Source: an optimization exercise on an open RTL-to-GDS flow (aim: small area, a short achievable clock period and few clock cycles). Production flows keep margins and buffers that such runs may drop.
In this exercise RTL edits were held to simulation tests only and were not proved equivalent to the original.

==> flow/design.v, too long to show whole: its modules and the start of the top module <==
// module M1: 753 lines
module M1 (
		input logic clk,
		input logic reset,
		input logic M1_start,
		input logic [15:0] SRAM_read_data,
		output logic [17:0] M1_SRAM_Address,
		output logic [15:0] M1_SRAM_write_data,
		output logic M1_Status,
		output logic M1_SRAM_we_n
);
  // ...
==> flow/run.sh <==
#!/bin/bash
# synth_recipe.tcl (not shown) runs the flow's synth.tcl, then flattens the netlist and writes it again
# the make line also repeats each setting of config.mk as NAME=value (left out here)
make -C /OpenROAD-flow-scripts/flow DESIGN_CONFIG=/design/flow/config.mk WORK_HOME=/design/flow/orfs CLKGATE_MAP_FILE= SYNTH_SCRIPT=/design/flow/synth_recipe.tcl finish
==> flow/config.mk <==
export PLATFORM = sky130hd
export DESIGN_NAME = M1
export DESIGN_NICKNAME = M1
export VERILOG_FILES = /design/flow/design.v
export SDC_FILE = /design/flow/constraint.sdc
export NUM_CORES = 4
export LEC_CHECK = 0
export CAP_MARGIN = 20
export CORE_MARGIN = 2
export CORE_UTILIZATION = 75
export CTS_CLUSTER_DIAMETER = 100
export CTS_CLUSTER_SIZE = 24
export SLEW_MARGIN = 20
==> flow/constraint.sdc <==
create_clock -name core_clock -period 13.0 [get_ports {clk}]
set_input_delay 2.6000 -clock core_clock [delete_from_list [all_inputs] [get_ports {clk}]]
set_output_delay 2.6000 -clock core_clock [all_outputs]
set_load 0.01 [all_outputs]
==> flow_summary_export.csv, run 1 <==
group,metric,value,unit
status,status,"timing/DRC/antenna clean",
floorplan,dieArea,0.0345,sq mm
synth,synth_mux_area_share,3.57,%
placement,hpwl,43200,um
cells_and_area,diodes,0,
routing,totalWireLength,54500,um
synth,seq_area_frac_synth,41.2,%
synth,synth_area_leaders,"edfxtp_1, fa_1, ha_1, dfxtp_1, inv_1",
cells_and_area,final_area,0.0264,sq mm
worst_hold_path,min_path_type,"flip-flop to flip-flop",
cells_and_area,largest_register_ffs,67,
global_routing,grt_pass1_wl,86100,um
worst_setup_path,path_cells,"clkdlybuf4s50_1",
synth,synth_adder_area_share,28.3,%
cells_and_area,biggestRegsByFlops,"res x67, yt x23",
synth,synth_cell_types,78,
synth,synthArstFlopShare,1.04,%
synth,synth-seq-cells,385,
worst_setup_path,r2r-start,"k[0]",
synth,synth_top_family_by_area,"adder cells",
cts,cts_tree,"done",
cts,path_clk_slew,100,ps
cts,insertion_delay,540,ps
worst_setup_path,crit_path_end_kind,"primary output",
placement,dp.cells,2651,
routing,wl_met3,3370,um
cts,post-cts-setup-buffer-count,0,
synth,synth_area,0.0248,sq mm
timing,tns,0,ps
global_routing,met2_usage,57.1,%
timing,maxSlewHeadroom,41.7,%
cells_and_area,clockNetworkAreaShare,2.29,%
worst_setup_path,reg2reg_depth,15,
Testbench counts, summed over its fixed seeds: cycles 1,165,026.
==> inputs of run 2 (changes only) <==
--- a/flow/config.mk
+++ b/flow/config.mk
@@ -8,6 +8,4 @@
 export CAP_MARGIN = 20
 export CORE_MARGIN = 2
 export CORE_UTILIZATION = 75
-export CTS_CLUSTER_DIAMETER = 100
-export CTS_CLUSTER_SIZE = 24
 export SLEW_MARGIN = 20
==> run 2 against run 1 <==
  * Register-to-register slack lost 20 ps
  * Still clean on timing, DRC and antenna
  * Wire length grew 5.0%
  * Count of clock-buffer cells in the layout grew 25
  * Global-route usage grew 1.8 points
  * First-iteration DRC count grew 5.3%
  * Cell area grew 2.6%
  * Sequential share of layout area shrank 0.97 points
  * Sequential cell count is the same
  * Synthesized cell count is the same
==> flow_summary_export.csv, run 2 <==
group,metric,value,unit
status,status,"timing/DRC/antenna clean",
cts,cts.sinks,385,
timing,rsz0062_at_grt,"false",
flow_run,drv_cap,0,
cells_and_area,nFillCells,1797,
cells_and_area,layout_commonest_cell,"inv_1",
synth,yosysWarnings,1,
global_routing,track_usage,34.5,%
worst_setup_path,start_kind,"flip-flop",
cells_and_area,final_util,83.3,%
cells_and_area,fin_nets,2705,
timing,maxSlewHeadroom,42.1,%
floorplan,dieArea,0.0345,sq mm
timing,setup_viol,0,
cts,cts_root_buffer,"clkbuf_16",
cells_and_area,layout_common_cells,"inv_1, edfxtp_1, ha_1",
synth,synth-main-ff-cell,"edfxtp_1",
timing,fin_skew,24.9,ps
timing,worst_slew_pin_slew,868,ps
routing,detail-route-antenna-nets,0,
timing,timing.final.ws_setup,8960,ps
synth,netlist.area_leader.share,29.8,%
cells_and_area,final_area,0.0271,sq mm
routing,totalWireLength,57300,um
cts,htree_levels,2,
floorplan,core-area,0.0325,sq mm
placement,dpl-instance-area,0.0258,sq mm
cts,post-cts-setup-buffer-count,0,
synth,synth_area,0.0248,sq mm
global_routing,antenna_found_initial,0,
placement,globalplace.congestion,0.935,
cts,insertion_delay,550,ps
placement,pre_cts_slack,9050,ps
worst_setup_path,crit_required,13410,ps
floorplan,ios,55,
timing,hold_viol,0,
timing,period_minus_slack,4040,ps
worst_setup_path,critical-path-max-stage-delay,570,ps
synth,postSynthAreaPerCell,11.3,sq um
synth,synthArstFlopShare,1.04,%
timing,tns,0,ps
floorplan,die_w,186,um
worst_setup_path,crit_type,"flip-flop to flip-flop",
cts,numCtsBuffers,39,
worst_setup_path,crit_fanout,5,
global_routing,grt_max_degree,68,
cells_and_area,biggestRegsByFlops,"res x67, yt x23",
worst_setup_path,path_buf_inv,1,
cells_and_area,largest_register_ffs,67,
synth,synth.largest_area_cell,"edfxtp_1",
global_routing,grt-ovfl-total,0,
routing,dr.pass1.iters,5,
synth,synth_top_cells_by_count,"inv_1, edfxtp_1, ha_1",
cells_and_area,syn_to_final_growth,9.47,%
cts,cts_hold_buf,0,
placement,hpwl,43200,um
worst_setup_path,worstPathArrival,4460,ps
cells_and_area,diodes,0,
cts,clockBufferDepth,3,
synth,synth_area_leaders,"edfxtp_1, fa_1, ha_1, dfxtp_1, inv_1",
cts,path_clk_slew,70,ps
routing,vias,16300,
routing,wl_per_cell,21.0,um
timing,finalMaxSlewViolations,0,
timing,clock.fmax,247,MHz
synth,seq_area_frac_synth,41.2,%
synth,synth_cell_types,78,
floorplan,rows,66,
cts,cts_resized,0,
synth,synth_nets,2641,
synth,synth-seq-cells,385,
worst_hold_path,min_path_type,"flip-flop to flip-flop",
cells_and_area,largest_register,"res",
routing,viasPerCell,5.99,
worst_setup_path,crit_slowest_cell,"o21ai_0",
worst_setup_path,path_cells,"ha_1 -> or3b_1 -> a211o_1 -> and2_1 -> o21ai_0 -> inv_1 -> ha_1 -> and3_1 -> a41oi_1 -> o21bai_1 -> a21oi_1 -> o21bai_1 -> xor2_1 -> mux2i_1 -> a21oi_1",
global_routing,grt_pass1_vias,17000,
worst_setup_path,crit_path_end_kind,"flip-flop",
synth,synth.most_common_cell,"inv_1",
synth,netlist_instances,2187,
global_routing,grt_pass1_wl,90000,um
routing,drt_iter0_drc,1326,
timing,fin_crit_sh,31.1,%
cells_and_area,multi_input_area,0.0128,sq mm
cts,cts_tree,"done",
cells_and_area,layout-drive-gt1-share,7.76,%
floorplan,dieHeight,186,um
routing,drc,0,
synth,synth_edf_count,246,
placement,io_buffer_count,54,
cells_and_area,regArea,0.0102,sq mm
worst_setup_path,cpLargestDelayFamily,"compound AO/OA/AOI/OAI gates",
floorplan,start_util,76.1,%
## run 2: cell families (layout without fill, tap and decap cells)
logic type	after synthesis	after routing	share of synthesized area [%]
adders and majority gates	435	435	28.3
muxes	80	80	3.57
xor gates and xnor gates	87	87	3.08
and+or+nand+nor	369	369	7.27
AOI/OAI and AO/OA	344	344	9.15
buffers and inverters	487	582	7.43
DFF	385	385	41.2
## run 2: cell type report
class / count / share of cell area [%]
multi-input cells: 1315 / 47.1
clock buffers: 57 / 4.31
inverters: 444 / 6.15
repair buffers: 66 / 2.37
well taps: 442 / 2.04
flip-flops and latches: 385 / 37.6
clock inverters: 15 / 0.443
## run 2: worst register-to-register path, cell delays in order (launching register included)
cell and delay (ps):
dfxtp_1 420, ha_1 190, or3b_1 350, a211o_1 270
and2_1 220, o21ai_0 570, inv_1 190, ha_1 340
and3_1 210, a41oi_1 310, o21bai_1 110, a21oi_1 250
o21bai_1 130, xor2_1 150, mux2i_1 130, a21oi_1 80
## run 2: per-stage QoR
step           hold WS (ps)  instances
5_1_grt                 413       2724
6_report                402       2724
3_5_place_dp            397       2651
4_1_cts                 402       2723
2_1_floorplan           364       2187
3_3_place_gp            379       2651
## run 2: worst paths after layout
| kind | startpoint | end | slack (ps) | cells after the start |
|---|---|---|---|---|
| setup / recovery | k[0] | M1_SRAM_Address[13] | 8960 | 15 |
| hold / removal | pc[8] | ft[9] | 400 | 0 |
| setup reg to reg | k[0] | M1_SRAM_Address[13] | 8960 | 15 |
| hold reg to reg | pc[8] | ft[9] | 400 | 0 |
| max in group asynchronous | reset | run | 10470 | 1 |
| min in group asynchronous | reset | start_r | 2300 | 1 |
## run 2: layer usage
layer	share of wire (%)	up-vias	GRT usage, %
li1	-	7414	-
met1	39	8041	43.1
met2	49	666	57.9
met3	6.4	191	5.50
met4	5.7	0	19.2
met5	0	-	0
==> inputs of run 3 (changes only) <==
--- a/flow/config.mk
+++ b/flow/config.mk
@@ -7,5 +7,7 @@
 export LEC_CHECK = 0
 export CAP_MARGIN = 20
 export CORE_MARGIN = 2
-export CORE_UTILIZATION = 75
+export CORE_UTILIZATION = 70
+export CTS_CLUSTER_DIAMETER = 90
+export CTS_CLUSTER_SIZE = 30
 export SLEW_MARGIN = 20
==> run 3 against run 2 <==
  * Via count decreased by 4.0%
  * First-iteration DRC count decreased by 15%
  * Fmax increased by 0.24%
  * Count of clock-buffer cells in the layout decreased by 30
==> flow_summary_export.csv, run 3 <==
group,metric,value,unit
floorplan,start_util,71.3,%
cts,cts_hold_buf,0,
floorplan,dieHeight,192,um
cts,cts_resized,0,
cts,cts_tree,"done",
cells_and_area,biggestRegsByFlops,"res x67, yt x23",
routing,highest_layer,"met4",
cells_and_area,fin_nets,2685,
worst_hold_path,min_path_type,"flip-flop to flip-flop",
status,status,"timing/DRC/antenna clean",
timing,worst_slew_pin_slew,999,ps
synth,seq_area_frac_synth,41.2,%
floorplan,ios,55,
synth,netlist.area_leader.share,29.8,%
worst_setup_path,worstPathArrival,1440,ps
global_routing,grt-ovfl-total,0,
routing,wl_met1,22300,um
routing,viasPerCell,5.80,
worst_setup_path,cpLargestDelayFamily,"buffers and inverters",
synth,synthArstFlopShare,1.04,%
synth,synth.most_common_cell,"inv_1",
flow_run,drv_cap,0,
timing,period_minus_slack,4040,ps
cells_and_area,diodes,0,
synth,synth-seq-cells,385,
cts,insertion_delay,550,ps
placement,dp.cells,2665,
floorplan,core-area,0.0347,sq mm
synth,synth_edf_count,246,
global_routing,grt_pass1_wl,84700,um
timing,fin_crit_sh,31.0,%
cells_and_area,layout-drive-gt1-share,6.24,%
worst_setup_path,critical-path-max-stage-delay,540,ps
synth,synth_cell_types,78,
cells_and_area,regArea,0.0102,sq mm
cells_and_area,layout_common_cells,"inv_1, edfxtp_1, ha_1",
cts,cts_root_buffer,"clkbuf_16",
floorplan,die_w,192,um
placement,io_buffer_count,54,
synth,netlist_instances,2187,
cts,numCtsBuffers,18,
global_routing,grt_max_degree,68,
placement,hpwl,42200,um
timing,hold_ws,395,ps
routing,detail-route-antenna-nets,0,
routing,drt_iter0_drc,1133,
worst_setup_path,path_buf_inv,1,
cells_and_area,largest_register,"res",
cts,post-cts-setup-buffer-count,0,
placement,dpl-instance-area,0.0258,sq mm
cells_and_area,multi_input_area,0.0128,sq mm
cells_and_area,fin_cells,2698,
worst_setup_path,path_cells,"clkdlybuf4s50_1",
timing,clock.fmax,248,MHz
floorplan,dieArea,0.0369,sq mm
worst_setup_path,crit_fanout,2,
cts,cts.sinks,385,
routing,dr.pass1.iters,5,
timing,hold_viol,0,
routing,wl_per_cell,19.9,um
synth,synth_area,0.0248,sq mm
timing,maxSlewHeadroom,33.1,%
routing,vias,15700,
worst_setup_path,crit_path_end_kind,"primary output",
routing,dr_wl_met2,26800,um
cells_and_area,final_area,0.0264,sq mm
cells_and_area,nFillCells,2328,
cells_and_area,layout_commonest_cell,"inv_1",
cells_and_area,syn_to_final_growth,6.69,%
cts,clockBufferDepth,3,
timing,setup_viol,0,
placement,globalplace.congestion,0.945,
synth,yosysWarnings,1,
floorplan,rows,68,
global_routing,grt_pass1_vias,16100,
routing,wl_met3,2550,um
worst_setup_path,crit_required,10400,ps
timing,finalMaxSlewViolations,0,
global_routing,track_usage,30.1,%
cells_and_area,largest_register_ffs,67,
cts,path_clk_slew,120,ps
worst_setup_path,crit_type,"flip-flop to primary output",
synth,synth.largest_area_cell,"edfxtp_1",
worst_setup_path,crit_slowest_cell,"clkdlybuf4s50_1",
timing,fin_skew,26.8,ps
cts,htree_levels,1,
timing,tns,0,ps
global_routing,antenna_found_initial,1,
synth,postSynthAreaPerCell,11.3,sq um
synth,synth_top_cells_by_count,"inv_1, edfxtp_1, ha_1",
synth,synth_nets,2641,
routing,totalWireLength,53600,um
timing,rsz0062_at_grt,"false",
worst_setup_path,start_kind,"flip-flop",
routing,drc,0,
synth,synth_area_leaders,"edfxtp_1, fa_1, ha_1, dfxtp_1, inv_1",
synth,synth-main-ff-cell,"edfxtp_1",
[run 3: cell families after synthesis]
logic type	synth area share [%]
adders and majority gates	28.3
and+or+nand+nor	7.27
xor gates and xnor gates	3.08
buffers and inverters	7.43
muxes	3.57
DFF	41.2
AOI/OAI and AO/OA	9.15
[run 3: path summary, 6_finish.rpt]
path	from	end	slack, ps	cells after the start
worst max-delay path	M1_Status	M1_Status	8960	1
worst min-delay path	pc[8]	ft[9]	400	0
worst max register to register	k[0]	M1_SRAM_Address[16]	8960	15
worst min register to register	pc[8]	ft[9]	400	0
max in group asynchronous	reset	start_r	10560	1
min in group asynchronous	reset	run	2260	1
[run 3: cell type report]
cell class	count	share of cell area, %
multi-input cells	1315	48.3
flip-flops and latches	385	38.6
inverters	444	6.31
repair buffers	67	2.48
well taps	455	2.15
clock buffers	27	1.91
clock inverters	5	0.294
[run 3: per-layer routing]
metal	vias to the layer above	GRT usage (%)
li1	7362	-
met1	7760	39.2
met2	432	52.9
met3	106	3.38
met4	0	10.1
met5	-	0
[run 3: metrics by stage]
stage          utilization [%]  setup WS [ps]
2_1_floorplan                -           9610
3_3_place_gp              74.3           9220
3_5_place_dp              74.4           9020
4_1_cts                   76.1           8940
5_1_grt                   76.1           8610
6_report                  76.1           8960

[re-timing with driven ports]
Ports are ideal in the flow. The routed layouts listed here were re-timed in OpenROAD.
Step 1 assumes that a clkbuf_16 drives the clock port and a buf_2 every other input.
Step 2 times the ports against the registers' clock, not the clock port: input delays grow and output delays shrink by t, the midpoint of the rising clock arrivals with the driver on.
Slacks: ideal / step 1 / step 2; pairs: ideal / step 1.
run | t (ns) | setup WS [ns] | worst setup path after step 2 | latest minus earliest clock arrival (ns) | worst register clock-pin slew, ns
run 1 | 0.587 | 8.954 / 8.899 / 8.977 | register to register | 0.021 / 0.021 | 0.10 / 0.10
run 2 | 0.594 | 8.955 / 8.908 / 8.955 | register to register | 0.026 / 0.026 | 0.07 / 0.07
run 3 | 0.593 | 8.965 / 8.906 / 8.966 | register to register | 0.027 / 0.027 | 0.12 / 0.12
After both steps setup and hold are still met in every run listed.
